From an optimization exercise on the open Yosys and OpenROAD flow, aimed at small area, a short achievable clock period and few clock cycles; shortcuts taken in it are not production practice.
At most, simulation tests tie the RTL to the original design; equivalence was not proved.
Only the layout flow was run in runs 5 to 7; the RTL was not checked for function there.

**flow/run.sh**
```bash
#!/bin/bash
# synth_recipe.tcl (not shown) runs the flow's synth.tcl, then flattens the netlist and writes it again
# the make line also repeats each setting of config.mk as NAME=value (left out here)
make -C /OpenROAD-flow-scripts/flow DESIGN_CONFIG=/design/flow/config.mk WORK_HOME=/design/flow/orfs CLKGATE_MAP_FILE= SYNTH_SCRIPT=/design/flow/synth_recipe.tcl finish
```
**flow/config.mk**
```make
export PLATFORM = sky130hd
export DESIGN_NAME = RISC_SPM
export DESIGN_NICKNAME = RISC_SPM
export VERILOG_FILES = /design/flow/design.v
export SDC_FILE = /design/flow/constraint.sdc
export NUM_CORES = 4
export LEC_CHECK = 0
export ABC_AREA = 1
export CAP_MARGIN = 20
export CORE_MARGIN = 2
export CORE_UTILIZATION = 40
export SETUP_SLACK_MARGIN = 2.7
export SLEW_MARGIN = 20
export TNS_END_PERCENT = 20
```
**flow/constraint.sdc**
```tcl
create_clock -name core_clock -period 6.0 [get_ports {clk}]
set_input_delay 1.2000 -clock core_clock [delete_from_list [all_inputs] [get_ports {clk}]]
set_output_delay 1.2000 -clock core_clock [all_outputs]
set_load 0.01 [all_outputs]
```
**flow/design.v**
```verilog
module RISC_SPM (clk, rst, mem_addr, mem_wdata, mem_we, mem_rdata);
  input        clk, rst;
  output [7:0] mem_addr;
  output [7:0] mem_wdata;
  output       mem_we;
  input  [7:0] mem_rdata;
  localparam [3:0] S_FETCH = 4'd0, S_EXEC = 4'd1, S_RD2 = 4'd2, S_WR2 = 4'd3, S_BR2 = 4'd4,
                   S_M1 = 4'd5, S_M2 = 4'd6, S_M3 = 4'd7, S_MW = 4'd8, S_HALT = 4'd9;
  reg [7:0] R0, R1, R2, R3;    
  reg [3:0] op;                
  reg [3:0] so, sd;            
  reg       opnd;              
  reg       chk;               
  reg [7:0] AR;                
  reg [7:0] T;                 
  reg       Z, V;
  reg [1:0] pr;                
  reg       qm1;               
  reg [3:0] st;
  wire [7:0] a = ({8{so[0]}} & R0) | ({8{so[1]}} & R1) | ({8{so[2]}} & R2) | ({8{so[3]}} & R3);
  wire [7:0] b = ({8{sd[0]}} & R0) | ({8{sd[1]}} & R1) | ({8{sd[2]}} & R2) | ({8{sd[3]}} & R3);
  wire exec = (st == S_EXEC);
  wire       is_sub = (op == 4'd2);
  wire       is_and = (op == 4'd3);
  wire       is_not = (op == 4'd4);
  wire [7:0] ax     = a ^ {8{is_sub}};
  wire [7:0] ag     = b & ax;
  wire [7:0] ap     = b ^ ax;
  reg  [7:0] kg, kp, kg2, kp2;
  integer    ki, ks;
  always @* begin
    kg = ag; kp = ap;
    kg[0] = ag[0] | (ap[0] & is_sub);
    for (ks = 1; ks < 8; ks = ks * 2) begin
      kg2 = kg; kp2 = kp;
      for (ki = ks; ki < 8; ki = ki + 1) begin
        kg2[ki] = kg[ki] | (kp[ki] & kg[ki-ks]);
        kp2[ki] = kp[ki] & kp[ki-ks];
      end
      kg = kg2; kp = kp2;
    end
  end
  wire [7:0] sum    = ap ^ {kg[6:0], is_sub};
  wire [7:0] r      = is_and ? (a & b) : is_not ? ~a : sum;
  wire       alu_v  = (a[7] & b[7] & ~r[7]) | (~a[7] & ~b[7] & r[7]);
  wire [7:0] zc     = {b[6:0] | ax[6:0], is_sub};
  wire       zsum   = ((b ^ ax) == zc);
  wire       alu_z  = is_and ? ((a & b) == 8'd0) : is_not ? (a == 8'hFF) : zsum;
  wire       same = |(so & sd);
  wire       one  = pr[0] ^ qm1;
  wire       two  = (pr[1] & ~pr[0] & ~qm1) | (~pr[1] & pr[0] & qm1);
  wire       neg  = pr[1];
  wire [9:0] mb   = two ? {b[7], b, 1'b0} : (one ? {b[7], b[7], b} : 10'd0);
  wire [9:0] my   = mb ^ {10{neg}};
  wire [9:0] mx   = {{2{T[7]}}, T};
  wire [9:0] mg   = mx & my;
  wire [9:0] mp   = mx ^ my;
  reg  [9:0] qg, qp, qg2, qp2;
  integer    qi, qs;
  always @* begin
    qg = mg; qp = mp;
    qg[0] = mg[0] | (mp[0] & neg);
    for (qs = 1; qs < 10; qs = qs * 2) begin
      qg2 = qg; qp2 = qp;
      for (qi = qs; qi < 10; qi = qi + 1) begin
        qg2[qi] = qg[qi] | (qp[qi] & qg[qi-qs]);
        qp2[qi] = qp[qi] & qp[qi-qs];
      end
      qg = qg2; qp = qp2;
    end
  end
  wire [9:0] S    = mp ^ {qg[8:0], neg};
  reg  [1:0] pnext;
  always @* begin
    if (!same) pnext = a[3:2];
    else case (st)
      S_M1:    pnext = a[5:4];
      S_M2:    pnext = a[7:6];
      default: pnext = a[3:2];
    endcase
  end
  wire is_alu  = (op == 4'd1) | (op == 4'd2) | is_and | is_not;
  wire is_mul  = (op == 4'd10);
  wire halt    = op[3] & (op[2] | (op[1] & op[0]));
  wire mul_it  = (exec & is_mul) | (st == S_M1) | (st == S_M2) | (st == S_M3);
  assign mem_addr  = AR;
  assign mem_wdata = a;
  assign mem_we    = (st == S_WR2);
  wire fetch = (st == S_FETCH) | (st == S_MW) | (exec & ~is_mul & ~opnd & ~halt);
  wire alu_w  = exec & is_alu;
  wire z_next = alu_w ? alu_z : Z;
  wire [3:0] nop    = mem_rdata[7:4];
  wire       nmul   = (nop == 4'd10);
  wire       nbrz   = (nop == 4'd8);
  wire       nbro   = (nop == 4'd9);
  wire       vlate  = alu_w & ~is_not;
  wire       nopnd  = (nop == 4'd5) | (nop == 4'd6) | (nop == 4'd7) |
                      (nbrz & z_next) | (nbro & (V | vlate));
  wire       nchk   = nbro & vlate;
  wire       nskip  = (nbrz | nbro) & ~nopnd;
  wire       untake = chk & ~V;            
  wire [7:0] ar1    = AR + 8'd1;
  wire [7:0] ar2    = AR + 8'd2;
  reg       wen;
  reg [7:0] W;
  always @* begin
    wen = 1'b0;
    W   = r;
    if (alu_w)              begin wen = 1'b1; W = r; end
    else if (st == S_RD2)   begin wen = 1'b1; W = mem_rdata; end
    else if (mul_it)        begin wen = ~same; W = {S[1:0], a[7:2]}; end
    else if (st == S_MW)    begin wen = 1'b1; W = T; end
  end
  wire [3:0] wsel = {4{wen}} & (mul_it ? so : sd);
  wire [1:0] ns = mem_rdata[3:2];
  reg  [1:0] rn;
  always @* begin
    case (ns) 2'd0: rn = R0[1:0]; 2'd1: rn = R1[1:0]; 2'd2: rn = R2[1:0]; default: rn = R3[1:0]; endcase
    if (wsel[ns]) rn = W[1:0];
  end
  always @(posedge clk or negedge rst) begin
    if (!rst) begin
      AR <= 8'd0; Z <= 1'b0; V <= 1'b0; st <= S_FETCH;
    end else begin
      if (alu_w) begin
        Z <= alu_z;
        if (!is_not) V <= alu_v;
      end else if (st == S_M3) begin
        Z <= 1'b1;
        V <= pr[1] & (so[0] ? S[1] : R0[7]);
      end
      if (fetch) AR <= nskip ? ar2 : ar1;
      else if (exec & opnd & untake) AR <= ar1;
      else if ((exec & opnd) | (st == S_BR2)) AR <= mem_rdata;
      else if ((st == S_RD2) | (st == S_WR2)) AR <= T;
      case (st)
        S_FETCH: st <= S_EXEC;
        S_EXEC:
          if (halt)         st <= S_HALT;
          else if (is_mul)  st <= S_M1;
          else if (opnd & untake) st <= S_FETCH;
          else if (opnd)    st <= (op == 4'd5) ? S_RD2 : (op == 4'd6) ? S_WR2 : S_BR2;
        S_RD2:   st <= S_FETCH;
        S_WR2:   st <= S_FETCH;
        S_BR2:   st <= S_FETCH;
        S_M1:    st <= S_M2;
        S_M2:    st <= S_M3;
        S_M3:    st <= S_MW;
        S_MW:    st <= S_EXEC;
        S_HALT:  st <= S_HALT;
        default: st <= S_FETCH;
      endcase
    end
  end
  wire [7:0] Wr  = W & {8{rst}};
  wire [3:0] rwe = wsel | {4{~rst}};
  always @(posedge clk) begin
    if (rwe[0]) R0 <= Wr;
    if (rwe[1]) R1 <= Wr;
    if (rwe[2]) R2 <= Wr;
    if (rwe[3]) R3 <= Wr;
  end
  always @(posedge clk) begin
    if (fetch) begin
      op   <= nop;
      so   <= 4'b0001 << mem_rdata[3:2];
      sd   <= 4'b0001 << mem_rdata[1:0];
      opnd <= nopnd;
      chk  <= nchk;
      T    <= nmul ? 8'd0 : ar2;
      pr   <= rn;
      qm1  <= 1'b0;
    end else if (mul_it) begin
      T    <= S[9:2];
      pr   <= pnext;
      qm1  <= pr[1];
    end
  end
endmodule
```
==> flow_summary.toml, run 1 <==
[cts]
clock-sinks = 71
cts_made_buffers = 9
cts_root_buffer = "clkbuf_16"
cts_tree = "yes"
hold_buffers = 0
htree_levels = 3
clk_pin_slew_ns = 0.06
clkLatencyLatePin_ns = 0.34
clock_path_buffers = 2

[die]
die-area_mm2 = 0.0154
fp.coreArea_mm2 = 0.0140
pin_count = 27
die_h_um = 124
die_x_um = 124
start_util = 0.414
row_count = 43

[sta]
setup_viol = 0
relSlewSlack = 0.419
setup_tns_ns = 0
rsz0062_at_grt = "true"
finClkSkew_ns = 0.00567
hold_viol = 0
setup_ws_ns = 2.75
min_period_over_period = 0.542
fmax_mhz = 308
worstMarginPinSlew_ns = 0.868
min_period_ns = 3.25
fin_hold_ws_ns = 0.527
slew_viol_final = 0

[outcome]
run_status = "finished clean"

[worst_setup_path]
worstPathRequired_ns = 4.80
critPathLaunchType = "register"
cpMaxStageDelayCell = "edfxtp_1"
max_stage_delay_ns = 0.53
cp.arrival_ns = 2.05
worst-path-buf-inv = 3
crit_fanout = 8
worstSetupPathType = "register to output pin"
path_cells = "inv_2 -> o21ai_1 -> nor2_2 -> inv_1 -> clkdlybuf4s50_1"
critPathCaptureType = "output pin"
crit_family = "buffers and inverters"

[synth]
ys_seq_area_frac = 0.355
synthArstFlopShare = 0.197
ys.flop_type = "edfxtp_1"
syn_nets = 839
yosysWarningCount = 1
synth_seq_cells = 71
synthDistinctLibCells = 48
syn_area_mm2 = 0.00579
avgSynthCellArea_um2 = 7.20
syn_inst = 804
synth_edf_count = 56

[layout]
final_core_util = 0.476
layout_commonest_cell = "nand2_1"
final_layout_size_suffix_gt1_frac = 0.112
antenna_cells = 0
instances_no_fill = 1025
final_cell_mix = "nand2_1, inv_1, nor2_1, edfxtp_1, o21ai_0"
layout.nets = 877
syn2layout_area_growth_pct = 15.1

[flow_run]
maxCapViolations = 0

[place]
post-dp-hpwl_um = 13700
place_congestion = 0.920
place.port_buffers = 26
placed_cells = 999
post-place-ws_ns = 2.55

[global_route]
grt_antenna_before_repair = 0
grt_pass1_wl_um = 28500
grt_usage = 0.233
grt_max_degree = 33
overflow = 0
first_global_vias = 5249

[drt]
drt.antenna.violating_nets = 0
drtIter0Drc = 526
wire_per_inst_um = 17.6
drcViolationCount = 0
dr_total_vias = 5584
vias_per_cell = 5.45
firstDrtPassIters = 5
routed_wl_um = 18000

[hold_path]
hold_path_class = "register to register"
flip-flops by register name, indices dropped and copies added (netlist names):
register	flops
R2	8
R1	8
T	8
op	4
R3	8
R0	8
opnd	1
sd	4
V	1
qm1	1
chk	1
pr	2
st	4
Z	1
AR	8
so	4
logic make-up after synthesis:
| logic type | after synthesis | synth area share |
|---|---|---|
| XOR/XNOR | 28 | 0.0424 |
| flip-flops | 71 | 0.355 |
| buffers and inverters | 135 | 0.0934 |
| AO/OA/AOI/OAI | 167 | 0.168 |
| AND/OR/NAND/NOR | 378 | 0.285 |
| adder cells (fa/ha/maj) | 25 | 0.0566 |
repair_timing:
item,CTS,global route
endpoints found under the setup margin,4,38
setup buffers,0,12
pin swaps,0,5
gates resized for setup,1,18
Yosys cell counts (2+ instances only):
cell type	number	share of area
nor2_4	3	0.0058
nor2_1	79	0.051
o211ai_1	6	0.0078
nand3_1	36	0.031
a211oi_1	3	0.0039
dfrtp_1	14	0.061
xnor2_1	4	0.0061
nand2_2	14	0.015
o21ai_0	64	0.055
fa_1	2	0.0069
nor3_1	4	0.0035
a221oi_1	5	0.0076
ha_1	23	0.050
a31oi_1	3	0.0032
o21ai_1	13	0.011
inv_1	102	0.066
and3_1	2	0.0022
a21oi_1	38	0.033
clkinv_1	2	0.0013
xor2_1	24	0.036
nand2_4	2	0.0039
nand3_2	2	0.0035
nor3_2	3	0.0052
buf_6	4	0.0078
inv_2	19	0.012
o21ai_2	5	0.0076
o32ai_1	2	0.0030
clkbuf_1	5	0.0032
a22oi_1	2	0.0026
nand2_1	209	0.14
buf_2	3	0.0026
nand4_1	14	0.015
o22ai_1	16	0.017
nor2_2	8	0.0086
edfxtp_1	56	0.29
final timing paths:
check | depth (start not counted) | slack [ns] | start | end
min | 2 | 0.53 | V | V
max in group asynchronous | 2 | 4.19 | rst | st[3]
min in group asynchronous | 1 | 1.21 | rst | AR[6]
min reg2reg | 2 | 0.53 | V | V
max | 5 | 2.75 | so[0] | mem_wdata[4]
max reg2reg | 12 | 2.85 | so[1] | R3[2]
stage by stage:
step                      area, um2
after CTS                      6520
after detailed placement       6200
after global placement         6200
after floorplan                5790
final                          6660
after global routing           6660
cell type report:
type                    instances  area [um2]
fillers                      1411        7320
multi-input cells             598        3260
flip-flops and latches         71        2050
inverters                     123         462
repair buffers                 39         355
clock buffers                   9         225
well taps                     180         225
clock inverters                 5        85.1
worst reg2reg max path, stage by stage (launching register included):
cell	delay, ns
edfxtp_1	0.50
inv_2	0.16
o21ai_2	0.08
nor2_2	0.28
inv_2	0.10
nand2_2	0.10
o21ai_2	0.09
fa_1	0.46
xor2_1	0.17
a21oi_1	0.10
o21ai_0	0.12
nand2_1	0.10
a221oi_1	0.61
per-layer routing:
metal	share of wire	routed length, um	global-route usage	up-vias
met1	0.46	8300	0.337	2588
li1	-	-	-	2746
met4	0.019	342	0.0720	0
met5	0	0	0	-
met3	0.072	1300	0.0314	27
met2	0.45	8070	0.361	223
Testbench counts, summed over its fixed seeds: cycles 26,597.
==> run 2: changes to the inputs <==
--- a/flow/config.mk
+++ b/flow/config.mk
@@ -12,3 +12,2 @@
 export SETUP_SLACK_MARGIN = 2.7
 export SLEW_MARGIN = 20
-export TNS_END_PERCENT = 20
==> run 2 against run 1 <==
Still clean. Clock-buffer cell count did not move. Fmax rose by 1.6%. Critical path type unchanged.
==> flow_summary.toml, run 2 <==
[cts]
clock-sinks = 71
htree_levels = 3
cts_root_buffer = "clkbuf_16"
cts_made_buffers = 9
clock_path_buffers = 2
cts_tree = "yes"
hold_buffers = 0
clk_pin_slew_ns = 0.06
clkLatencyLatePin_ns = 0.34

[layout]
instances_no_fill = 1028
final_cell_mix = "nand2_1, inv_1, nor2_1, edfxtp_1, o21ai_0"
multi_input_area_mm2 = 0.00329
antenna_cells = 0
n_fill_cell = 1409
syn2layout_area_growth_pct = 16.0
layout_commonest_cell = "nand2_1"
final_layout_size_suffix_gt1_frac = 0.118
final_core_util = 0.480
seqCellArea_mm2 = 0.00205
layout.nets = 880

[worst_setup_path]
cp.arrival_ns = 2.00
r2r_end = "R0[2]"
worstSetupPathType = "register to output pin"
critPathLaunchType = "register"
reg2reg_depth = 12
crit_fanout = 8
r2r_start = "so[1]"
reg2reg_slack_ns = 2.87
crit_path_end = "mem_wdata[7]"
startpoint = "so[0]"
worstPathRequired_ns = 4.80
critPathCaptureType = "output pin"

[synth]
syn_area_mm2 = 0.00579
synth_edf_count = 56
synthDistinctLibCells = 48
synth_top_cell_by_area = "edfxtp_1"
synthArstFlopShare = 0.197
synth.most_common_cell = "nand2_1"
synth_top_area_frac = 0.291
yosysWarningCount = 1
synth_area_leaders = "edfxtp_1, nand2_1, inv_1"
avgSynthCellArea_um2 = 7.20
syn_nets = 839
ys_top_cells_by_count = "nand2_1, inv_1, nor2_1"
ys.flop_type = "edfxtp_1"
syn_inst = 804
synth_seq_cells = 71
ys_seq_area_frac = 0.355

[sta]
setup_viol = 0
min_period_over_period = 0.533
rsz0062_at_grt = "true"
setup_tns_ns = 0
finClkSkew_ns = 0.00734
relSlewSlack = 0.432
fmax_mhz = 313
hold_viol = 0
min_period_ns = 3.20
worstMarginPinSlew_ns = 0.848
slew_viol_final = 0

[place]
place.port_buffers = 26
placed_cells = 999
place_congestion = 0.920
post-dp-hpwl_um = 13700

[drt]
dr_total_vias = 5586
routed_wl_um = 18000
drt.antenna.violating_nets = 0
drtIter0Drc = 563
vias_per_cell = 5.43
firstDrtPassIters = 6
wire_per_inst_um = 17.5
drcViolationCount = 0

[outcome]
run_status = "finished clean"

[die]
die_h_um = 124
die_x_um = 124
die-area_mm2 = 0.0154
start_util = 0.414
row_count = 43
pin_count = 27
fp.coreArea_mm2 = 0.0140

[global_route]
grt_max_degree = 33
grt_antenna_before_repair = 0
first_global_vias = 5249
grt_usage = 0.233
grt_pass1_wl_um = 28500
overflow = 0

[flow_run]
maxCapViolations = 0

[hold_path]
hold_path_class = "register to register"
[run 2: cell types whose count changed in the layout (fill, tap and decap cells not counted), sizes merged]
cell  before  now
buf       13   16
[run 2: area by class of cell]
class,instances,area share
multi-input combinational,598,0.490
sequential,71,0.306
inverter,123,0.0688
timing repair buffer,42,0.0563
clock buffer,9,0.0335
tap,180,0.0335
clock inverter,5,0.0127
[run 2: through the flow]
step / hold slack [ns] / worst slack, ns / cell area, um2
2_1_floorplan: 0.475 / 3.10 / 5790
3_3_place_gp: 0.513 / 2.54 / 6200
3_5_place_dp: 0.513 / 2.55 / 6200
4_1_cts: 0.530 / 2.73 / 6520
5_1_grt: 0.583 / 2.65 / 6710
6_report: 0.529 / 2.80 / 6710
[run 2: repair_timing]
item / 4_1_cts / 5_1_grt
resized for setup: 1 / 24
endpoints found under the setup margin: 4 / 38
pin swaps: 0 / 5
setup buffers: 0 / 15
endpoints found under the hold margin: 0 / 0
[run 2: routing by layer]
| layer | track usage | vias to the layer above | part of all wire |
|---|---|---|---|
| met5 | 0 | - | 0 |
| li1 | - | 2757 | - |
| met3 | 0.0314 | 30 | 0.078 |
| met4 | 0.0720 | 0 | 0.020 |
| met2 | 0.361 | 229 | 0.45 |
| met1 | 0.337 | 2570 | 0.45 |
[run 2: cell families after synthesis]
logic type | share of synthesized area
AO/OA/AOI/OAI | 0.168
adder cells (fa/ha/maj) | 0.0566
flip-flops | 0.355
XOR/XNOR | 0.0424
AND/OR/NAND/NOR | 0.285
buffers and inverters | 0.0934
[run 2: how the worst min path moves through the flow]
| stage | from | endpoint | slack [ns] | cells after the start |
|---|---|---|---|---|
| 2_1_floorplan | V | V | 0.48 | 2 |
| 3_3_place_gp | V | V | 0.51 | 2 |
| 3_5_place_dp | V | V | 0.51 | 2 |
| 4_1_cts | V | V | 0.53 | 2 |
| 5_1_grt | V | V | 0.58 | 2 |
| 6_report | V | V | 0.53 | 2 |
[run 2: critical path, cell delays in order (launching register included)]
cell             delay [ns]
edfxtp_1               0.52
buf_4                  0.20
nand2_2                0.05
nand2_2                0.08
nor2_4                 0.21
inv_2                  0.10
clkdlybuf4s50_1        0.49
==> run 3: changes to the inputs <==
--- a/flow/config.mk
+++ b/flow/config.mk
@@ -9,5 +9,5 @@
 export CAP_MARGIN = 20
 export CORE_MARGIN = 2
-export CORE_UTILIZATION = 40
+export CORE_UTILIZATION = 50
 export SETUP_SLACK_MARGIN = 2.7
 export SLEW_MARGIN = 20
==> run 3 against run 2 <==
Fmax decreased by 0.93%. Via count increased by 3.8%. Critical path depth decreased by 1. Register-to-register slack improved by 0.04 ns. Cell area increased by 0.11%. Final cell count decreased by 2.9%. Critical endpoint is now mem_wdata[4]. Highest routed layer unchanged.
==> flow_summary.toml, run 3 <==
[outcome]
run_status = "finished clean"

[global_route]
overflow = 0
grt_use_met3 = 0.0501
grt_antenna_before_repair = 0
met2_usage = 0.431
grt_util_met1 = 0.439
grt_max_degree = 33
first_global_vias = 5197
grt_pass1_wl_um = 28600
grt_usage = 0.296
grt-busiest-layer = "met1"

[worst_setup_path]
crit_fanout = 8
reg2reg_slack_ns = 2.91
critPathLaunchType = "register"
worstPathRequired_ns = 4.80
r2r_end = "AR[5]"
crit_path_end = "mem_wdata[4]"
cp.arrival_ns = 2.03
reg2reg_depth = 19
critPathCaptureType = "output pin"
path_cells = "inv_2 -> o21ai_1 -> nor2_2 -> inv_1 -> clkdlybuf4s50_1"
worstSetupPathType = "register to output pin"
startpoint = "so[0]"
r2r_start = "so[0]"
cpMaxStageDelayCell = "edfxtp_1"
max_stage_delay_ns = 0.54

[sta]
setup_viol = 0
finClkSkew_ns = 0.0116
relSlewSlack = 0.342
rsz0062_at_grt = "true"
min_period_over_period = 0.538
fmax_mhz = 310
worstMarginPinSlew_ns = 0.977
slew_viol_final = 0
hold_viol = 0
min_period_ns = 3.23
setup_tns_ns = 0

[cts]
cts_root_buffer = "clkbuf_16"
cts_made_buffers = 9
clock_path_buffers = 2
clock-sinks = 71
clkLatencyLatePin_ns = 0.34
clk_pin_slew_ns = 0.07
cts_tree = "yes"
htree_levels = 3

[hold_path]
hold_path_class = "register to register"

[drt]
drtIter0Drc = 626
firstDrtPassIters = 6
wire_per_inst_um = 18.8
dr_total_vias = 5797
routed_wl_um = 18800
drcViolationCount = 0
vias_per_cell = 5.81
drt.antenna.violating_nets = 0

[layout]
syn2layout_area_growth_pct = 16.1
final_core_util = 0.591
multi_input_area_mm2 = 0.00334
layout.nets = 885
layout_commonest_cell = "nand2_1"
final_area_mm2 = 0.00672
n_fill_cell = 1078
seqCellArea_mm2 = 0.00205
final_layout_size_suffix_gt1_frac = 0.129
final_cell_mix = "nand2_1, inv_1, nor2_1, edfxtp_1, o21ai_0"
antenna_cells = 0
instances_no_fill = 998

[flow_run]
maxCapViolations = 0

[synth]
syn_area_mm2 = 0.00579
syn_nets = 839
synth_edf_count = 56
syn_inst = 804
synth_seq_cells = 71
ys_seq_area_frac = 0.355
avgSynthCellArea_um2 = 7.20
ys_top_cells_by_count = "nand2_1, inv_1, nor2_1"
yosysWarningCount = 1
synthDistinctLibCells = 48
ys.flop_type = "edfxtp_1"
synth.most_common_cell = "nand2_1"
synth_area_leaders = "edfxtp_1, nand2_1, inv_1"
synthArstFlopShare = 0.197
synth_top_area_frac = 0.291
synth_top_cell_by_area = "edfxtp_1"

[die]
start_util = 0.509
row_count = 39
die_x_um = 112
die-area_mm2 = 0.0125
pin_count = 27
die_h_um = 112
fp.coreArea_mm2 = 0.0114

[place]
place_area_mm2 = 0.00614
place.port_buffers = 26
post-dp-hpwl_um = 14000
place_congestion = 0.978
placed_cells = 961
==> run 3: cell counts after synthesis <==
Identical to the previous run, type by type.
==> run 3: cell families (layout without fill, tap and decap cells) <==
group                      Yosys count  after routing  share of synthesized area
xor gates and xnor gates            28             28                     0.0424
and+or+nand+nor                    378            380                      0.285
AOI/OAI and AO/OA                  167            167                      0.168
adders and majority gates           25             25                     0.0566
DFF                                 71             71                      0.355
buffers and inverters              135            184                     0.0934
==> run 3: worst min-delay path by stage <==
| stage | start | to | slack, ns | cells after the start |
|---|---|---|---|---|
| after floorplan | V | V | 0.48 | 2 |
| after global placement | V | V | 0.50 | 2 |
| after detailed placement | V | V | 0.50 | 2 |
| after CTS | V | V | 0.52 | 2 |
| after global routing | V | V | 0.54 | 2 |
| final | V | V | 0.52 | 2 |
==> run 3: timing repair <==
item | CTS | global route
setup endpoints to repair | 13 | 45
cloned | 0 | 2
setup buffers | 2 | 17
resized for setup | 4 | 26
pin swaps | 1 | 7
hold buffers | 0 | 0
==> run 3: final cells by class <==
cell class	instances	share of cell area
Clock inverter	7	0.0102
Timing Repair Buffer	45	0.0588
Inverter	123	0.0687
Tap cell	143	0.0266
Sequential cell	71	0.305
Multi-Input combinational cell	600	0.497
Clock buffer	9	0.0335
==> run 3: layer usage <==
| metal | up-vias | part of all wire |
|---|---|---|
| met4 | 0 | 0.034 |
| met5 | - | 0 |
| met2 | 317 | 0.43 |
| li1 | 2765 | - |
| met3 | 43 | 0.091 |
| met1 | 2672 | 0.45 |
==> run 3: per-stage QoR <==
| stage | hold WS [ns] | setup slack (ns) |
|---|---|---|
| 2_1_floorplan | 0.475 | 3.10 |
| 3_3_place_gp | 0.499 | 2.33 |
| 3_5_place_dp | 0.503 | 2.51 |
| 4_1_cts | 0.520 | 2.71 |
| 5_1_grt | 0.545 | 2.58 |
| 6_report | 0.521 | 2.77 |
==> run 3: worst max-delay path: cells and delay by family, from the launching register on <==
kind | cells | cell delay [ns]
buffers and inverters | 3 | 0.82
AND/OR/NAND/NOR | 1 | 0.24
flip-flops | 1 | 0.54
AO/OA/AOI/OAI | 1 | 0.08
==> run 4: changes to the inputs <==
==> flow/flow/run.sh (new file) <==
#!/bin/bash
# The standard layout, with the port buffers made of buf_2 cells instead of ORFS's default.
export BUFFER_PORTS_ARGS="-buffer_cell sky130_fd_sc_hd__buf_2"
bash standard.sh > standard.log 2>&1
==> flow/standard.sh (new file) <==
#!/bin/bash
# synth_recipe.tcl (not shown) runs the flow's synth.tcl, then flattens the netlist and writes it again
# the make line also repeats each setting of config.mk as NAME=value (left out here)
make -C /OpenROAD-flow-scripts/flow DESIGN_CONFIG=/design/flow/config.mk WORK_HOME=/design/flow/orfs CLKGATE_MAP_FILE= SYNTH_SCRIPT=/design/flow/synth_recipe.tcl "${@:-finish}"
--- a/flow/config.mk
+++ b/flow/config.mk
@@ -9,5 +9,5 @@
 export CAP_MARGIN = 20
 export CORE_MARGIN = 2
-export CORE_UTILIZATION = 50
+export CORE_UTILIZATION = 40
 export SETUP_SLACK_MARGIN = 2.7
 export SLEW_MARGIN = 20
removed: flow/run.sh
==> run 4 against run 3 <==
Global-route usage fell by 5.8 points. First-iteration DRC count rose by 5.6%. Cell area fell by 0.86%. Fmax rose by 1.9%. Worst hold slack got worse by 0.013 ns. Via count fell by 2.6%. Non-clock buffer count rose by 2. Synthesized cell count did not move.
==> flow_summary.toml, run 4 <==
[outcome]
run_status = "finished clean"

[cts]
clock-sinks = 71
cts_made_buffers = 9
clk_pin_slew_ns = 0.06
clkLatencyLatePin_ns = 0.36
hold_buffers = 0
cts_root_buffer = "clkbuf_16"
clock_path_buffers = 2
htree_levels = 3
cts_tree = "yes"

[drt]
firstDrtPassIters = 5
routed_wl_um = 18500
vias_per_cell = 5.45
drcViolationCount = 0
wire_per_inst_um = 17.9
drtIter0Drc = 661
dr_total_vias = 5645
drt.antenna.violating_nets = 0

[layout]
layout.nets = 886
final_layout_size_suffix_gt1_frac = 0.155
final_cell_mix = "nand2_1, inv_1, nor2_1, o21ai_0, edfxtp_1"
antenna_cells = 0
final_area_mm2 = 0.00666
syn2layout_area_growth_pct = 15.1
n_fill_cell = 1458
layout_commonest_cell = "nand2_1"

[sta]
setup_tns_ns = 0
worstMarginPinSlew_ns = 1.00
setup_viol = 0
fmax_mhz = 316
relSlewSlack = 0.328
min_period_ns = 3.17
slew_viol_final = 0
hold_viol = 0
finClkSkew_ns = 0.0105
min_period_over_period = 0.528
rsz0062_at_grt = "true"

[worst_setup_path]
path_cells = "clkbuf_2 -> nand2_1 -> o21ai_2 -> nor2_2 -> inv_2 -> nand2_2 -> o21ai_2 -> fa_1 -> a21oi_1 -> o21ai_0 -> o21ai_0 -> a211oi_1 -> o22ai_1 -> nor2_1"
worstSetupPathType = "register to register"
critPathLaunchType = "register"
worstPathRequired_ns = 6.17
r2r_end = "R2[1]"
reg2reg_slack_ns = 2.83
worst-path-buf-inv = 2
critPathCaptureType = "register"
cpMaxStageDelayCell = "fa_1"
r2r_start = "so[3]"
crit_fanout = 6
reg2reg_depth = 14
max_stage_delay_ns = 0.58
crit_family = "compound AO/OA/AOI/OAI gates"
cp.arrival_ns = 3.34

[die]
start_util = 0.414
die_x_um = 124
die_h_um = 124
pin_count = 27
fp.coreArea_mm2 = 0.0140
row_count = 43
die-area_mm2 = 0.0154

[synth]
synth_edf_count = 56
synth_top_cell_by_area = "edfxtp_1"
synth_seq_cells = 71
ys_seq_area_frac = 0.355
ys.flop_type = "edfxtp_1"
synthDistinctLibCells = 48
avgSynthCellArea_um2 = 7.20
synthArstFlopShare = 0.197
syn_nets = 839
yosysWarningCount = 1
syn_inst = 804
synth_area_leaders = "edfxtp_1, nand2_1, inv_1"
ys_top_cells_by_count = "nand2_1, inv_1, nor2_1"
synth.most_common_cell = "nand2_1"
syn_area_mm2 = 0.00579
synth_top_area_frac = 0.291

[hold_path]
min_path_cells = 2
hold_start = "V"
hold_path_class = "register to register"
hold-path-endpoint = "V"

[global_route]
overflow = 0
first_global_vias = 5158
grt_antenna_before_repair = 0
grt_max_degree = 33
grt_usage = 0.238
grt_pass1_wl_um = 28900

[place]
place.port_buffers = 26
post-dp-hpwl_um = 14100
place_area_mm2 = 0.00606
place_congestion = 1.03

[flow_run]
maxCapViolations = 0
==> run 4: changes by cell type in the layout (fill, tap and decap cells not counted), moves of 3 or more <==
| cell | delta |
|---|---|
| bufinv_16 | +4 |
| inv_6 | -4 |
| nand2_4 | -3 |
| buf_2 | +24 |
| inv_8 | -3 |
| clkdlybuf4s50_1 | -25 |
==> run 4: logic make-up after synthesis <==
| logic type | after synthesis | share of synthesized area |
|---|---|---|
| xor gates and xnor gates | 28 | 0.0424 |
| buffers and inverters | 135 | 0.0934 |
| and+or+nand+nor | 378 | 0.285 |
| adders and majority gates | 25 | 0.0566 |
| DFF | 71 | 0.355 |
| AOI/OAI and AO/OA | 167 | 0.168 |
==> run 4: area by class of cell <==
type,instances,area [um2],share of cell area
clock inverter,6,133,0.0199
multi-input combinational,599,3280,0.492
sequential,71,2050,0.308
tap,180,225,0.0338
timing repair buffer,47,283,0.0424
inverter,123,462,0.0693
clock buffer,10,229,0.0344
==> run 4: per-stage QoR <==
step	instances	util	worst slack, ns	hold slack, ns
4_1_cts	1015	0.460	2.76	0.509
3_5_place_dp	998	0.434	2.50	0.497
2_1_floorplan	804	-	3.10	0.475
5_1_grt	1036	0.476	2.65	0.574
3_3_place_gp	998	0.434	2.46	0.495
6_report	1036	0.476	2.83	0.508
==> run 4: layer usage <==
metal	GRT usage	share of wire	vias up
met1	0.354	0.47	2630
li1	-	-	2769
met3	0.0438	0.070	39
met4	0.0892	0.032	0
met2	0.342	0.43	207
met5	0	0	-
==> run 4: worst max-delay path by stage <==
stage	startpoint	endpoint	depth (start not counted)
after detailed placement	so[3]	R2[7]	15
after CTS	so[1]	R2[4]	11
final	so[3]	R2[1]	14
after global placement	so[3]	R2[7]	15
after floorplan	pr[1]	T[6]	18
after global routing	sd[3]	T[6]	20
==> run 4: worst register-to-register path: cells and delay by family (launching register included) <==
family	cells	cell delay (ns)
AND/OR/NAND/NOR	4	0.62
flip-flops	1	0.48
AO/OA/AOI/OAI	7	1.03
adder cells (fa/ha/maj)	1	0.58
buffers and inverters	2	0.27
==> run 4: timing repair <==
item	CTS	global route
pin swaps	0	3
gates cloned	0	1
buffers inserted	1	20
resized for setup	2	16
endpoints found under the setup margin	9	30
==> run 5: changes to the inputs <==
--- a/flow/design.v
+++ b/flow/design.v
@@ -9,5 +9,7 @@
   reg [7:0] R0, R1, R2, R3;    
   reg [3:0] op;                
-  reg [3:0] so, sd;            
+  reg [1:0] sb, db;            
+  wire [3:0] so = 4'b0001 << sb;
+  wire [3:0] sd = 4'b0001 << db;
   reg       opnd;              
   reg       chk;               
@@ -18,6 +20,9 @@
   reg       qm1;               
   reg [3:0] st;
-  wire [7:0] a = ({8{so[0]}} & R0) | ({8{so[1]}} & R1) | ({8{so[2]}} & R2) | ({8{so[3]}} & R3);
-  wire [7:0] b = ({8{sd[0]}} & R0) | ({8{sd[1]}} & R1) | ({8{sd[2]}} & R2) | ({8{sd[3]}} & R3);
+  reg [7:0] a, b;
+  always @* begin
+    case (sb) 2'd0: a = R0; 2'd1: a = R1; 2'd2: a = R2; default: a = R3; endcase
+    case (db) 2'd0: b = R0; 2'd1: b = R1; 2'd2: b = R2; default: b = R3; endcase
+  end
   wire exec = (st == S_EXEC);
   wire       is_sub = (op == 4'd2);
@@ -164,6 +169,6 @@
     if (fetch) begin
       op   <= nop;
-      so   <= 4'b0001 << mem_rdata[3:2];
-      sd   <= 4'b0001 << mem_rdata[1:0];
+      sb   <= mem_rdata[3:2];
+      db   <= mem_rdata[1:0];
       opnd <= nopnd;
       chk  <= nchk;
==> flow/run.sh (new file) <==
#!/bin/bash
# synth_recipe.tcl (not shown) runs the flow's synth.tcl, then flattens the netlist and writes it again
# the make line also repeats each setting of config.mk as NAME=value (left out here)
make -C /OpenROAD-flow-scripts/flow DESIGN_CONFIG=/design/flow/config.mk WORK_HOME=/design/flow/orfs CLKGATE_MAP_FILE= SYNTH_SCRIPT=/design/flow/synth_recipe.tcl finish
removed: flow/flow/run.sh
removed: flow/standard.sh
==> run 5 against run 4 <==
Clock skew fell by 0.0026 ns. Critical endpoint is now T[6]. Wire length rose by 6.6%. Final cell count fell by 0.48%. Fmax fell by 2.0%. Via count rose by 5.1%. Utilization rose by 5.7 points. Setup slack got worse by 0.066 ns. Sequential share of layout area fell by 4.7 points. Area after synthesis fell by 1.6%. Cell area rose by 11%. Worst hold slack improved by 0.017 ns.
==> flow_summary.toml, run 5 <==
[synth]
yosys.area_share.simple = 0.296
synth-compound-area-share = 0.179
synth.most_common_cell = "nand2_1"
syn_inst = 764
ys_top_cells_by_count = "nand2_1, inv_1, o21ai_0"
synth_edf_count = 52
ys_seq_area_frac = 0.339
synth_area_leaders = "edfxtp_1, nand2_1, dfrtp_1"
synthMuxAreaShare = 0.00176
synth_top_area_frac = 0.274
synth_seq_cells = 67
synth_top_cell_by_area = "edfxtp_1"
synth-xor-area-share = 0.0477
syn_nets = 799
avgSynthCellArea_um2 = 7.46
synth_top_family_by_area = "simple AND/OR/NAND/NOR gates"
synthDistinctLibCells = 59
syn_area_mm2 = 0.00570
ys.flop_type = "edfxtp_1"
yosysWarningCount = 1
synthArstFlopShare = 0.209
synthAdderAreaFrac = 0.0575

[global_route]
grt_pass1_wl_um = 29300
grt_max_degree = 29
first_global_vias = 5325
grt-busiest-layer = "met2"
overflow = 0
grt_use_met3 = 0.0507
met2_usage = 0.383
grt_usage = 0.257
grt_util_met1 = 0.368
grt_antenna_before_repair = 0

[layout]
layout.nets = 883
syn2layout_area_growth_pct = 29.9
layout_commonest_cell = "nand2_1"
antenna_cells = 0
final_layout_size_suffix_gt1_frac = 0.243
seqCellArea_mm2 = 0.00193
multi_input_area_mm2 = 0.00383
n_fill_cell = 1326
final_core_util = 0.533
final_cell_mix = "nand2_1, inv_1, nor2_1, edfxtp_1"

[die]
die_x_um = 123
start_util = 0.410
die_h_um = 123
die-area_mm2 = 0.0152
pin_count = 27
fp.coreArea_mm2 = 0.0139
row_count = 43

[worst_setup_path]
r2r_end = "T[6]"
worstPathRequired_ns = 6.11
critPathLaunchType = "register"
crit_fanout = 8
worstSetupPathType = "register to register"
reg2reg_slack_ns = 2.76
startpoint = "db[0]"
critPathCaptureType = "register"
crit_path_end = "T[6]"
r2r_start = "db[0]"
reg2reg_depth = 22
cp.arrival_ns = 3.34

[sta]
min_period_over_period = 0.539
finClkSkew_ns = 0.00786
min_period_ns = 3.24
fmax_mhz = 309
relSlewSlack = 0.306
slew_viol_final = 0
setup_tns_ns = 0
fin_hold_ws_ns = 0.525
worstMarginPinSlew_ns = 1.03
rsz0062_at_grt = "true"
hold_viol = 0
setup_viol = 0

[hold_path]
hold_start = "V"
min_path_cells = 2
hold_path_class = "register to register"

[drt]
drt.antenna.violating_nets = 0
wire_per_inst_um = 19.2
vias_per_cell = 5.76
firstDrtPassIters = 8
drcViolationCount = 0
dr_total_vias = 5934
drtIter0Drc = 636
routed_wl_um = 19700

[cts]
hold_buffers = 0
cts_tree = "yes"
clkLatencyLatePin_ns = 0.35
cts_made_buffers = 9
clock_path_buffers = 2
clk_pin_slew_ns = 0.06
clock-sinks = 67
cts_root_buffer = "clkbuf_16"
htree_levels = 3

[outcome]
run_status = "finished clean"

[place]
post-dp-hpwl_um = 14100
place_congestion = 0.964
place.port_buffers = 26

[flow_run]
maxCapViolations = 0
-- run 5: changes by cell type after synthesis, moves of 5 or more --
cell	change
inv_1	-19
nor2_1	-21
nand2_2	-5
o21ai_1	-11
nand2_1	-29
nand3_1	+23
inv_2	-9
nand4_1	-6
a221oi_1	-5
a211oi_1	+5
nor2_2	+5
-- run 5: logic make-up after synthesis --
group,Yosys count
simple gates,360
compound gates,169
buf+inv,111
flops,67
xor+xnor,31
fa+ha+maj,25
mux,1
-- run 5: cell type report --
| type | count | area share |
|---|---|---|
| sequential | 67 | 0.261 |
| tap | 180 | 0.0304 |
| inverter | 96 | 0.0505 |
| clock buffer | 10 | 0.0309 |
| multi-input combinational | 589 | 0.517 |
| clock inverter | 4 | 0.00592 |
| timing repair buffer | 85 | 0.104 |
-- run 5: layer usage --
metal	routed length [um]	share of wire
met5	0	0
met4	282	0.014
met3	1640	0.083
met2	9080	0.46
met1	8740	0.44
-- run 5: how the worst min path moves through the flow --
stage                        to  slack [ns]
after CTS                 AR[5]        0.53
after floorplan               V        0.48
after global routing          V        0.57
after global placement    AR[5]        0.50
after detailed placement  AR[5]        0.50
final                         V        0.52
-- run 5: critical path, stage by stage (launching register included) --
cell      delay, ns
edfxtp_1       0.51
buf_6          0.18
buf_6          0.13
o21ai_4        0.17
nand3_4        0.11
nand2_8        0.11
o22ai_4        0.09
xor2_1         0.18
ha_1           0.34
nand2_2        0.09
nand2_2        0.06
a21oi_2        0.14
inv_1          0.06
nand2_1        0.07
inv_2          0.04
o21ai_2        0.12
nand2_1        0.09
nand2_2        0.08
nand2_2        0.06
a21oi_2        0.14
a21oi_1        0.07
o21ai_1        0.09
o21ai_1        0.07
-- run 5: through the flow --
stage | instances | cell area, um2 | worst slack (ns)
2_1_floorplan | 764 | 5700 | 2.74
5_1_grt | 1031 | 7400 | 2.57
4_1_cts | 992 | 6640 | 2.57
3_5_place_dp | 956 | 6110 | 2.27
3_3_place_gp | 956 | 6110 | 2.23
6_report | 1031 | 7400 | 2.76
-- run 5: repair_timing --
item | in CTS | in global routing
gates cloned | 1 | 2
setup endpoints to repair | 77 | 70
resized for setup | 23 | 109
pin swaps | 6 | 45
buffers inserted | 21 | 37
==> run 6: changes to the inputs <==
--- a/flow/config.mk
+++ b/flow/config.mk
@@ -10,4 +10,5 @@
 export CORE_MARGIN = 2
 export CORE_UTILIZATION = 40
+export CTS_BUF_LIST = sky130_fd_sc_hd__clkbuf_4
 export SETUP_SLACK_MARGIN = 2.7
 export SLEW_MARGIN = 20
==> run 6 against run 5 <==
Area after synthesis stayed put. Sequential cell count stayed put. Clock-buffer cell count stayed put. Non-clock buffer count is 7 higher. Clock skew is 0.0095 ns higher. Setup slack worse by 0.11 ns. Fmax is 3.3% lower.
==> flow_summary.toml, run 6 <==
[outcome]
run_status = "finished clean"

[synth]
avgSynthCellArea_um2 = 7.46
synthArstFlopShare = 0.209
yosysWarningCount = 1
synth_edf_count = 52
ys.flop_type = "edfxtp_1"
syn_inst = 764
synth_top_area_frac = 0.274
syn_nets = 799
synth.most_common_cell = "nand2_1"
ys_seq_area_frac = 0.339
synth_top_cell_by_area = "edfxtp_1"
synthDistinctLibCells = 59
synth_seq_cells = 67
ys_top_cells_by_count = "nand2_1, inv_1, o21ai_0"
synth_area_leaders = "edfxtp_1, nand2_1, dfrtp_1"
syn_area_mm2 = 0.00570

[die]
start_util = 0.410
die_h_um = 123
fp.coreArea_mm2 = 0.0139
die-area_mm2 = 0.0152
row_count = 43
pin_count = 27
die_x_um = 123

[drt]
wl_met1_um = 8590
wire_per_inst_um = 19.1
vias_per_cell = 5.78
drtIter0Drc = 754
drt.antenna.violating_nets = 0
dr.max_layer_used = "met4"
routed_wl_um = 19800
firstDrtPassIters = 6
dr_total_vias = 6010
wl_met2_um = 8990
drcViolationCount = 0
dr_wl_met3_um = 1730

[cts]
htree_levels = 3
clock_path_buffers = 2
cts_made_buffers = 9
clk_pin_slew_ns = 0.12
cts_tree = "yes"
cts_root_buffer = "clkbuf_4"
clkLatencyLatePin_ns = 0.49
clock-sinks = 67
hold_buffers = 0

[global_route]
grt_max_degree = 29
grt_pass1_wl_um = 29300
grt_usage = 0.256
overflow = 0
grt_antenna_before_repair = 1
first_global_vias = 5314

[sta]
relSlewSlack = 0.328
worstMarginPinSlew_ns = 1.00
rsz0062_at_grt = "true"
min_period_over_period = 0.557
min_period_ns = 3.34
setup_tns_ns = 0
slew_viol_final = 0
hold_viol = 0
finClkSkew_ns = 0.0173
fmax_mhz = 299
setup_viol = 0
setup_ws_ns = 2.66

[layout]
layout_commonest_cell = "nand2_1"
final_layout_size_suffix_gt1_frac = 0.259
n_fill_cell = 1350
multi_input_area_mm2 = 0.00387
layout.nets = 890
final_cell_mix = "nand2_1, inv_1, buf_4, nor2_1, edfxtp_1"
syn2layout_area_growth_pct = 28.2
seqCellArea_mm2 = 0.00193

[worst_setup_path]
crit_fanout = 6
max_stage_delay_ns = 0.51
path_cells = "buf_6 -> inv_4 -> nor2_4 -> buf_6 -> nand2_2 -> nand3_2 -> o21ai_4 -> inv_2 -> nand2_4 -> o21ai_4 -> fa_2 -> nand3_2 -> nand2_2 -> nand2_1 -> nand2_1 -> a21oi_2 -> xor2_1 -> o21ai_1 -> nand3b_1 -> nand2_1 -> a21oi_2 -> a211oi_4"
worstPathRequired_ns = 6.24
worstSetupPathType = "register to register"
cpMaxStageDelayCell = "edfxtp_1"
cp.arrival_ns = 3.58
critPathLaunchType = "register"
critPathCaptureType = "register"
crit_top_cell = "nand2_1"

[place]
post-dp-hpwl_um = 14100
place.port_buffers = 26
place_congestion = 0.964
post-place-ws_ns = 2.27

[flow_run]
maxCapViolations = 0

[hold_path]
hold_path_class = "register to register"
==> run 6: cell families (layout without fill, tap and decap cells) <==
kind of cell | Yosys count | count (layout) | share of synthesized area
other | 0 | 1 | 0
buffers and inverters | 111 | 202 | 0.0791
adder cells (fa/ha/maj) | 25 | 25 | 0.0575
flip-flops | 67 | 67 | 0.339
multiplexers | 1 | 1 | 0.00176
XOR/XNOR | 31 | 31 | 0.0477
AO/OA/AOI/OAI | 169 | 169 | 0.179
AND/OR/NAND/NOR | 360 | 363 | 0.296
==> run 6: per-stage QoR <==
step / instance area [um2] / utilization / hold WS (ns) / cells
floorplan: 5700 / - / 0.476 / 764
global placement: 6110 / 0.440 / 0.497 / 956
detailed placement: 6110 / 0.440 / 0.498 / 956
CTS: 6500 / 0.468 / 0.530 / 992
global route: 7300 / 0.526 / 0.578 / 1039
finish: 7300 / 0.526 / 0.535 / 1039
==> run 6: final cells by class <==
type / count / area share
Multi-Input combinational cell: 589 / 0.530
Sequential cell: 67 / 0.265
Clock inverter: 4 / 0.00600
Clock buffer: 10 / 0.0103
Antenna cell: 1 / 0.000343
Timing Repair Buffer: 92 / 0.107
Tap cell: 180 / 0.0308
Inverter: 96 / 0.0512
==> run 6: routing by layer <==
layer / up-vias / track usage
met5: - / 0
met4: 0 / 0.0866
met3: 37 / 0.0457
met2: 304 / 0.387
met1: 2879 / 0.367
li1: 2790 / -
==> run 6: repair_timing <==
item                                    in CTS  in global routing
setup buffers                               21                 44
endpoints found under the setup margin      77                 72
gates cloned                                 1                  2
gates resized for setup                     33                109
pin swaps                                    8                 52
==> run 6: final timing paths <==
| check | from | end | slack [ns] | depth (start not counted) |
|---|---|---|---|---|
| max | sb[0] | R0[6] | 2.66 | 22 |
| min | AR[5] | AR[5] | 0.54 | 2 |
| max reg2reg | sb[0] | R0[6] | 2.66 | 22 |
| min reg2reg | AR[5] | AR[5] | 0.54 | 2 |
| max in group asynchronous | rst | AR[7] | 4.70 | 2 |
| min in group asynchronous | rst | st[0] | 1.06 | 2 |
==> run 6: critical path: cells and delay by family (launching register included) <==
family	cells	cell delay (ns)
AO/OA/AOI/OAI	6	0.70
XOR/XNOR	1	0.21
adder cells (fa/ha/maj)	1	0.41
buffers and inverters	4	0.47
flip-flops	1	0.51
AND/OR/NAND/NOR	10	0.78
==> run 7: changes to the inputs <==
--- a/flow/design.v
+++ b/flow/design.v
@@ -9,7 +9,5 @@
   reg [7:0] R0, R1, R2, R3;    
   reg [3:0] op;                
-  reg [1:0] sb, db;            
-  wire [3:0] so = 4'b0001 << sb;
-  wire [3:0] sd = 4'b0001 << db;
+  reg [3:0] so, sd;            
   reg       opnd;              
   reg       chk;               
@@ -20,9 +18,6 @@
   reg       qm1;               
   reg [3:0] st;
-  reg [7:0] a, b;
-  always @* begin
-    case (sb) 2'd0: a = R0; 2'd1: a = R1; 2'd2: a = R2; default: a = R3; endcase
-    case (db) 2'd0: b = R0; 2'd1: b = R1; 2'd2: b = R2; default: b = R3; endcase
-  end
+  wire [7:0] a = ({8{so[0]}} & R0) | ({8{so[1]}} & R1) | ({8{so[2]}} & R2) | ({8{so[3]}} & R3);
+  wire [7:0] b = ({8{sd[0]}} & R0) | ({8{sd[1]}} & R1) | ({8{sd[2]}} & R2) | ({8{sd[3]}} & R3);
   wire exec = (st == S_EXEC);
   wire       is_sub = (op == 4'd2);
@@ -107,14 +102,22 @@
   wire [7:0] ar1    = AR + 8'd1;
   wire [7:0] ar2    = AR + 8'd2;
-  reg       wen;
-  reg [7:0] W;
-  always @* begin
-    wen = 1'b0;
-    W   = r;
-    if (alu_w)              begin wen = 1'b1; W = r; end
-    else if (st == S_RD2)   begin wen = 1'b1; W = mem_rdata; end
-    else if (mul_it)        begin wen = ~same; W = {S[1:0], a[7:2]}; end
-    else if (st == S_MW)    begin wen = 1'b1; W = T; end
-  end
+  wire       ar_f    = fetch & ~nskip;
+  wire       ar_s    = fetch & nskip;
+  wire       ar_u    = exec & opnd & untake;
+  wire       ar_m    = (exec & opnd & ~untake & ~halt & ~is_mul) | (st == S_BR2);
+  wire       ar_t    = (st == S_RD2) | (st == S_WR2);
+  wire       ar_h    = ~fetch & ~(exec & opnd & ~halt & ~is_mul) & ~(st == S_BR2) & ~ar_t;
+  wire [7:0] ar_next = ({8{ar_f | ar_u}} & ar1) | ({8{ar_s}} & ar2) | ({8{ar_m}} & mem_rdata) |
+                       ({8{ar_t}} & T) | ({8{ar_h}} & AR);
+  wire       sel_sum = alu_w & ~is_and & ~is_not;
+  wire       sel_and = alu_w & is_and;
+  wire       sel_not = alu_w & is_not;
+  wire       sel_rd  = (st == S_RD2);
+  wire       sel_mul = mul_it;
+  wire       sel_mw  = (st == S_MW);
+  wire       wen     = alu_w | sel_rd | (sel_mul & ~same) | sel_mw;
+  wire [7:0] Wo      = ({8{sel_and}} & a & b) | ({8{sel_not}} & ~a) | ({8{sel_rd}} & mem_rdata) |
+                       ({8{sel_mul}} & {S[1:0], a[7:2]}) | ({8{sel_mw}} & T);
+  wire [7:0] W       = ({8{sel_sum}} & sum) | Wo;
   wire [3:0] wsel = {4{wen}} & (mul_it ? so : sd);
   wire [1:0] ns = mem_rdata[3:2];
@@ -135,8 +138,5 @@
         V <= pr[1] & (so[0] ? S[1] : R0[7]);
       end
-      if (fetch) AR <= nskip ? ar2 : ar1;
-      else if (exec & opnd & untake) AR <= ar1;
-      else if ((exec & opnd) | (st == S_BR2)) AR <= mem_rdata;
-      else if ((st == S_RD2) | (st == S_WR2)) AR <= T;
+      AR <= ar_next;
       case (st)
         S_FETCH: st <= S_EXEC;
@@ -158,5 +158,5 @@
     end
   end
-  wire [7:0] Wr  = W & {8{rst}};
+  wire [7:0] Wr  = ({8{sel_sum & rst}} & sum) | (Wo & {8{rst}});
   wire [3:0] rwe = wsel | {4{~rst}};
   always @(posedge clk) begin
@@ -169,6 +169,6 @@
     if (fetch) begin
       op   <= nop;
-      sb   <= mem_rdata[3:2];
-      db   <= mem_rdata[1:0];
+      so   <= 4'b0001 << mem_rdata[3:2];
+      sd   <= 4'b0001 << mem_rdata[1:0];
       opnd <= nopnd;
       chk  <= nchk;
--- a/flow/config.mk
+++ b/flow/config.mk
@@ -10,5 +10,4 @@
 export CORE_MARGIN = 2
 export CORE_UTILIZATION = 40
-export CTS_BUF_LIST = sky130_fd_sc_hd__clkbuf_4
 export SETUP_SLACK_MARGIN = 2.7
 export SLEW_MARGIN = 20
==> run 7 against run 6 <==
Still clean on timing, DRC and antenna. Synthesized cell count is 0.26% higher. Sequential cell count is 4 higher. Cell area shrank 9.6%. Sequential share of layout area up 4.6 points. Register-to-register slack improved by 0.23 ns. Setup slack gained 0.11 ns. Wire length is 10% lower. Utilization fell by 5.2 points. First-iteration DRC count shrank 23%. Largest cell class unchanged.
==> flow_summary.toml, run 7 <==
[synth]
synth_edf_count = 56
synth.most_common_cell = "nand2_1"
ys.flop_type = "edfxtp_1"
synth_top_cell_by_area = "edfxtp_1"
avgSynthCellArea_um2 = 7.47
syn_area_mm2 = 0.00572
synth_seq_cells = 71
synthMuxAreaShare = 0
syn_nets = 801
synth_area_leaders = "edfxtp_1, nand2_1, dfrtp_1"
synth-compound-area-share = 0.129
ys_seq_area_frac = 0.359
ys_top_cells_by_count = "nand2_1, inv_1, nor2_1"
synth_top_area_frac = 0.294
synthDistinctLibCells = 56
synth_top_family_by_area = "simple AND/OR/NAND/NOR gates"
yosysWarningCount = 1
synthArstFlopShare = 0.197
synthAdderAreaFrac = 0.0573
synth-xor-area-share = 0.0490
syn_inst = 766
yosys.area_share.simple = 0.320

[hold_path]
hold_path_class = "register to register"
hold_start = "Z"

[drt]
dr.max_layer_used = "met4"
routed_wl_um = 17800
drcViolationCount = 0
wl_met1_um = 8070
drt.antenna.violating_nets = 0
wl_met2_um = 8050
drtIter0Drc = 578
dr_wl_met3_um = 1210
dr_total_vias = 5491
vias_per_cell = 5.50
wire_per_inst_um = 17.9
firstDrtPassIters = 5

[sta]
relSlewSlack = 0.626
fmax_mhz = 309
setup_tns_ns = 0
fin_hold_ws_ns = 0.517
min_period_ns = 3.23
min_period_over_period = 0.539
setup_viol = 0
worstMarginPinSlew_ns = 0.556
rsz0062_at_grt = "true"
hold_viol = 0
slew_viol_final = 0
finClkSkew_ns = 0.00609

[worst_setup_path]
cp.arrival_ns = 2.03
crit_family = "buffers and inverters"
crit_top_cell = "nand2_1"
r2r_start = "sd[0]"
cpMaxStageDelayCell = "edfxtp_1"
critPathCaptureType = "output pin"
critPathLaunchType = "register"
path_cells = "buf_4 -> nand2_1 -> nand2_1 -> nor2_4 -> inv_2 -> clkdlybuf4s50_1"
worst-path-buf-inv = 3
startpoint = "so[0]"
max_stage_delay_ns = 0.50
crit_fanout = 6
worstPathRequired_ns = 4.80
worstSetupPathType = "register to output pin"

[place]
place.port_buffers = 26
post-dp-hpwl_um = 13500
place_area_mm2 = 0.00613
place_congestion = 1.00

[layout]
final_area_mm2 = 0.00660
final_layout_size_suffix_gt1_frac = 0.128
syn2layout_area_growth_pct = 15.4
final_core_util = 0.474
layout.nets = 848
layout_commonest_cell = "nand2_1"
n_fill_cell = 1364
final_cell_mix = "nand2_1, inv_1, nor2_1, edfxtp_1, nand3_1"
antenna_cells = 0

[cts]
cts_root_buffer = "clkbuf_16"
clk_pin_slew_ns = 0.06
hold_buffers = 0
clock-sinks = 71
cts_made_buffers = 9
clkLatencyLatePin_ns = 0.35
clock_path_buffers = 2
htree_levels = 3
cts_tree = "yes"

[die]
pin_count = 27
row_count = 43
die-area_mm2 = 0.0153
fp.coreArea_mm2 = 0.0139
die_h_um = 124
die_x_um = 124
start_util = 0.411

[flow_run]
maxCapViolations = 0

[global_route]
grt_max_degree = 24
grt_usage = 0.242
grt_pass1_wl_um = 27100
first_global_vias = 5000
overflow = 0
grt_antenna_before_repair = 0

[outcome]
run_status = "finished clean"
[run 7: cell families after synthesis]
logic type                 count (synthesis)
xor gates and xnor gates                  32
DFF                                       71
AOI/OAI and AO/OA                        119
adders and majority gates                 25
and+or+nand+nor                          401
buffers and inverters                    118
[run 7: per-stage QoR]
step	worst slack (ns)	instances
finish	2.77	998
global route	2.68	998
CTS	2.73	983
detailed placement	2.61	960
global placement	2.62	960
floorplan	3.17	766
[run 7: layout make-up]
type                       instances  area, um2  share of cell area
multi-input combinational        577       3200               0.485
sequential                        71       2050               0.311
timing repair buffer              49        435              0.0660
inverter                         105        404              0.0612
clock buffer                       9        225              0.0341
tap                              180        225              0.0341
clock inverter                     7       55.1             0.00834
[run 7: worst reg2reg max path, stage by stage (launching register included)]
cell and delay, ns:
edfxtp_1 0.48, buf_4 0.22, nand2_1 0.06, nand2_1 0.05, a21oi_1 0.12, nand2_1 0.13
inv_1 0.23, o22ai_1 0.13, xor2_1 0.18, ha_1 0.36, a21oi_1 0.24, o21ai_0 0.12
a21oi_1 0.11, o21ai_0 0.11, xor2_1 0.15, nand2_1 0.07, o21ai_0 0.08
[run 7: final timing paths]
path	end	cells after the start	slack, ns
max reg2reg	T[7]	16	2.89
min	Z	2	0.52
min reg2reg	Z	2	0.52
max	mem_wdata[7]	6	2.77
min in group asynchronous	AR[4]	2	1.23
max in group asynchronous	V	2	4.51
[run 7: metal layers]
metal,global-route usage,vias up
met4,0.0966,0
met5,0,-
met1,0.345,2592
met2,0.373,245
li1,-,2617
met3,0.0330,37
[run 7: what timing repair did]
action / in CTS / in global routing
buffers inserted: 7 / 15
setup endpoints to repair: 6 / 29
cloned: 0 / 0
pin swaps: 1 / 1
gates resized for setup: 1 / 9
==> run 8: changes to the inputs <==
--- a/flow/design.v
+++ b/flow/design.v
@@ -43,5 +43,5 @@
   wire [7:0] sum    = ap ^ {kg[6:0], is_sub};
   wire [7:0] r      = is_and ? (a & b) : is_not ? ~a : sum;
-  wire       alu_v  = (a[7] & b[7] & ~r[7]) | (~a[7] & ~b[7] & r[7]);
+  wire       alu_v  = ~is_and & ~(a[7] ^ b[7]) & (sum[7] ^ a[7]);
   wire [7:0] zc     = {b[6:0] | ax[6:0], is_sub};
   wire       zsum   = ((b ^ ax) == zc);
--- a/flow/config.mk
+++ b/flow/config.mk
@@ -10,4 +10,4 @@
 export CORE_MARGIN = 2
 export CORE_UTILIZATION = 40
-export SETUP_SLACK_MARGIN = 2.7
+export SETUP_SLACK_MARGIN = 3.0
 export SLEW_MARGIN = 20
==> run 8 against run 7 <==
Final cell count fell by 1.6%. Synthesized cell count shrank 3.9%.
==> flow_summary.toml, run 8 <==
[outcome]
run_status = "finished clean"

[flow_run]
maxCapViolations = 0

[worst_setup_path]
cpMaxStageDelayCell = "clkdlybuf4s50_1"
crit_fanout = 5
path_cells = "inv_4 -> o21ai_4 -> nor2_4 -> inv_2 -> clkdlybuf4s50_1"
max_stage_delay_ns = 0.54
cp.arrival_ns = 1.84
critPathLaunchType = "register"
worstSetupPathType = "register to output pin"
critPathCaptureType = "output pin"
worstPathRequired_ns = 4.80

[layout]
final_layout_size_suffix_gt1_frac = 0.192
antenna_cells = 0
layout_commonest_cell = "nand2_1"
final_cell_mix = "nand2_1, inv_1, nor2_1, edfxtp_1, buf_4"
instances_no_fill = 982
layout.nets = 837
final_area_mm2 = 0.00684
syn2layout_area_growth_pct = 24.1

[synth]
synth_top_area_frac = 0.305
synthDistinctLibCells = 50
ys.flop_type = "edfxtp_1"
syn_area_mm2 = 0.00552
ys_top_cells_by_count = "nand2_1, inv_1, nor2_1"
syn_inst = 736
synth.most_common_cell = "nand2_1"
ys_seq_area_frac = 0.372
synth_edf_count = 56
synth_seq_cells = 71
synthArstFlopShare = 0.197
yosysWarningCount = 1
avgSynthCellArea_um2 = 7.50
syn_nets = 772
synth_area_leaders = "edfxtp_1, nand2_1, inv_1"
synth_top_cell_by_area = "edfxtp_1"

[die]
die_h_um = 121
row_count = 42
start_util = 0.413
die-area_mm2 = 0.0147
fp.coreArea_mm2 = 0.0133
die_x_um = 121
pin_count = 27

[drt]
drtIter0Drc = 531
dr_total_vias = 5333
drt.antenna.violating_nets = 0
vias_per_cell = 5.43
drcViolationCount = 0
routed_wl_um = 17900
firstDrtPassIters = 5
wire_per_inst_um = 18.2

[global_route]
grt_usage = 0.253
grt_max_degree = 23
overflow = 0
first_global_vias = 5251
grt_pass1_wl_um = 27900
grt_antenna_before_repair = 0

[cts]
cts_root_buffer = "clkbuf_16"
clk_pin_slew_ns = 0.05
hold_buffers = 0
clock_path_buffers = 2
clock-sinks = 71
cts_tree = "yes"
cts_made_buffers = 9
htree_levels = 3
clkLatencyLatePin_ns = 0.35

[sta]
slew_viol_final = 0
min_period_ns = 3.04
min_period_over_period = 0.507
rsz0062_at_grt = "true"
hold_viol = 0
setup_tns_ns = 0
setup_viol = 0
relSlewSlack = 0.511
fin_hold_ws_ns = 0.552
fmax_mhz = 329
worstMarginPinSlew_ns = 0.728
finClkSkew_ns = 0.00869

[hold_path]
hold_path_class = "register to register"

[place]
place_area_mm2 = 0.00594
placed_cells = 928
post-dp-hpwl_um = 13300
place_congestion = 0.946
place.port_buffers = 26
## run 8: through the flow
step / util / worst slack, ns
global placement: 0.445 / 2.72
floorplan: - / 3.03
CTS: 0.489 / 2.89
finish: 0.513 / 2.96
detailed placement: 0.445 / 2.57
global route: 0.513 / 2.78
## run 8: area by class of cell
class	instances	area [um2]
clock buffer	12	236
multi-input combinational	537	3220
timing repair buffer	65	573
sequential	71	2050
tap	176	220
fill	1311	6500
clock inverter	4	95.1
inverter	117	443
## run 8: metal layers
| layer | GRT usage | vias to the layer above | wire length [um] |
|---|---|---|---|
| li1 | - | 2562 | - |
| met1 | 0.346 | 2525 | 7810 |
| met2 | 0.390 | 216 | 8350 |
| met3 | 0.0536 | 30 | 1310 |
| met4 | 0.0991 | 0 | 448 |
| met5 | 0 | - | 0 |
## run 8: path summary, 6_finish.rpt
kind / startpoint / end / slack (ns) / cells after the start
min reg2reg: Z / Z / 0.55 / 3
max in group asynchronous: rst / AR[4] / 4.53 / 2
min: Z / Z / 0.55 / 3
max reg2reg: so[1] / AR[5] / 3.00 / 20
max: so[0] / mem_wdata[5] / 2.96 / 5
min in group asynchronous: rst / st[0] / 1.21 / 2
## run 8: cell families after synthesis
| kind of cell | share of synthesized area |
|---|---|
| simple gates | 0.284 |
| buf+inv | 0.0921 |
| compound gates | 0.134 |
| flops | 0.372 |
| xor+xnor | 0.0572 |
| fa+ha+maj | 0.0617 |
## run 8: timing repair
item                                   4_1_cts  5_1_grt
setup endpoints to repair                   34       26
endpoints found under the hold margin        0        0
buffers inserted                            28       10
resized for setup                           28       64
pin swaps                                    5       34
## run 8: critical path, delay by kind of cell (launching register included)
| family | cells | cell delay [ns] |
|---|---|---|
| AO/OA/AOI/OAI | 1 | 0.18 |
| flip-flops | 1 | 0.51 |
| AND/OR/NAND/NOR | 1 | 0.07 |
| buffers and inverters | 3 | 0.72 |
Testbench counts of run 8, summed over its fixed seeds: cycles 26,597.

## static timing again, ports no longer ideal
The flow's constraints put no driver on any port. The routed layouts listed below were extracted and timed again, unchanged, in two steps. Step 1, drivers: a clkbuf_16 drives clk and a buf_2 each remaining input, both assumed. Step 2 moves the port delays by t, midway between the first and last clock arrival at a register: inputs arrive t later, outputs are due t later. That takes back most of the time a late clock gives input paths. Three values: ideal, step 1, step 2; two values: the first two.
run | t, ns | slack for setup (ns) | slew at the worst register clock pin (ns) | pins driven straight from the clock port
run 1 | 0.381 | 2.748 / 2.707 / 2.644 | 0.06 / 0.06 | 1
run 2 | 0.381 | 2.801 / 2.759 / 2.614 | 0.06 / 0.06 | 1
run 3 | 0.381 | 2.771 / 2.728 / 2.629 | 0.07 / 0.07 | 1
run 4 | 0.393 | 2.831 / 2.831 / 2.831 | 0.06 / 0.06 | 1
run 5 | 0.394 | 2.765 / 2.765 / 2.592 | 0.06 / 0.06 | 1
run 6 | 0.514 | 2.656 / 2.656 / 2.550 | 0.12 / 0.12 | 1
run 7 | 0.388 | 2.769 / 2.728 / 2.714 | 0.06 / 0.06 | 1
run 8 | 0.390 | 2.961 / 2.919 / 2.759 | 0.06 / 0.06 | 1
After both steps setup and hold are still met in every run listed. The setup slack of run 8, which loses most, moves by -0.042 ns with the drivers and by -0.202 ns with both steps.
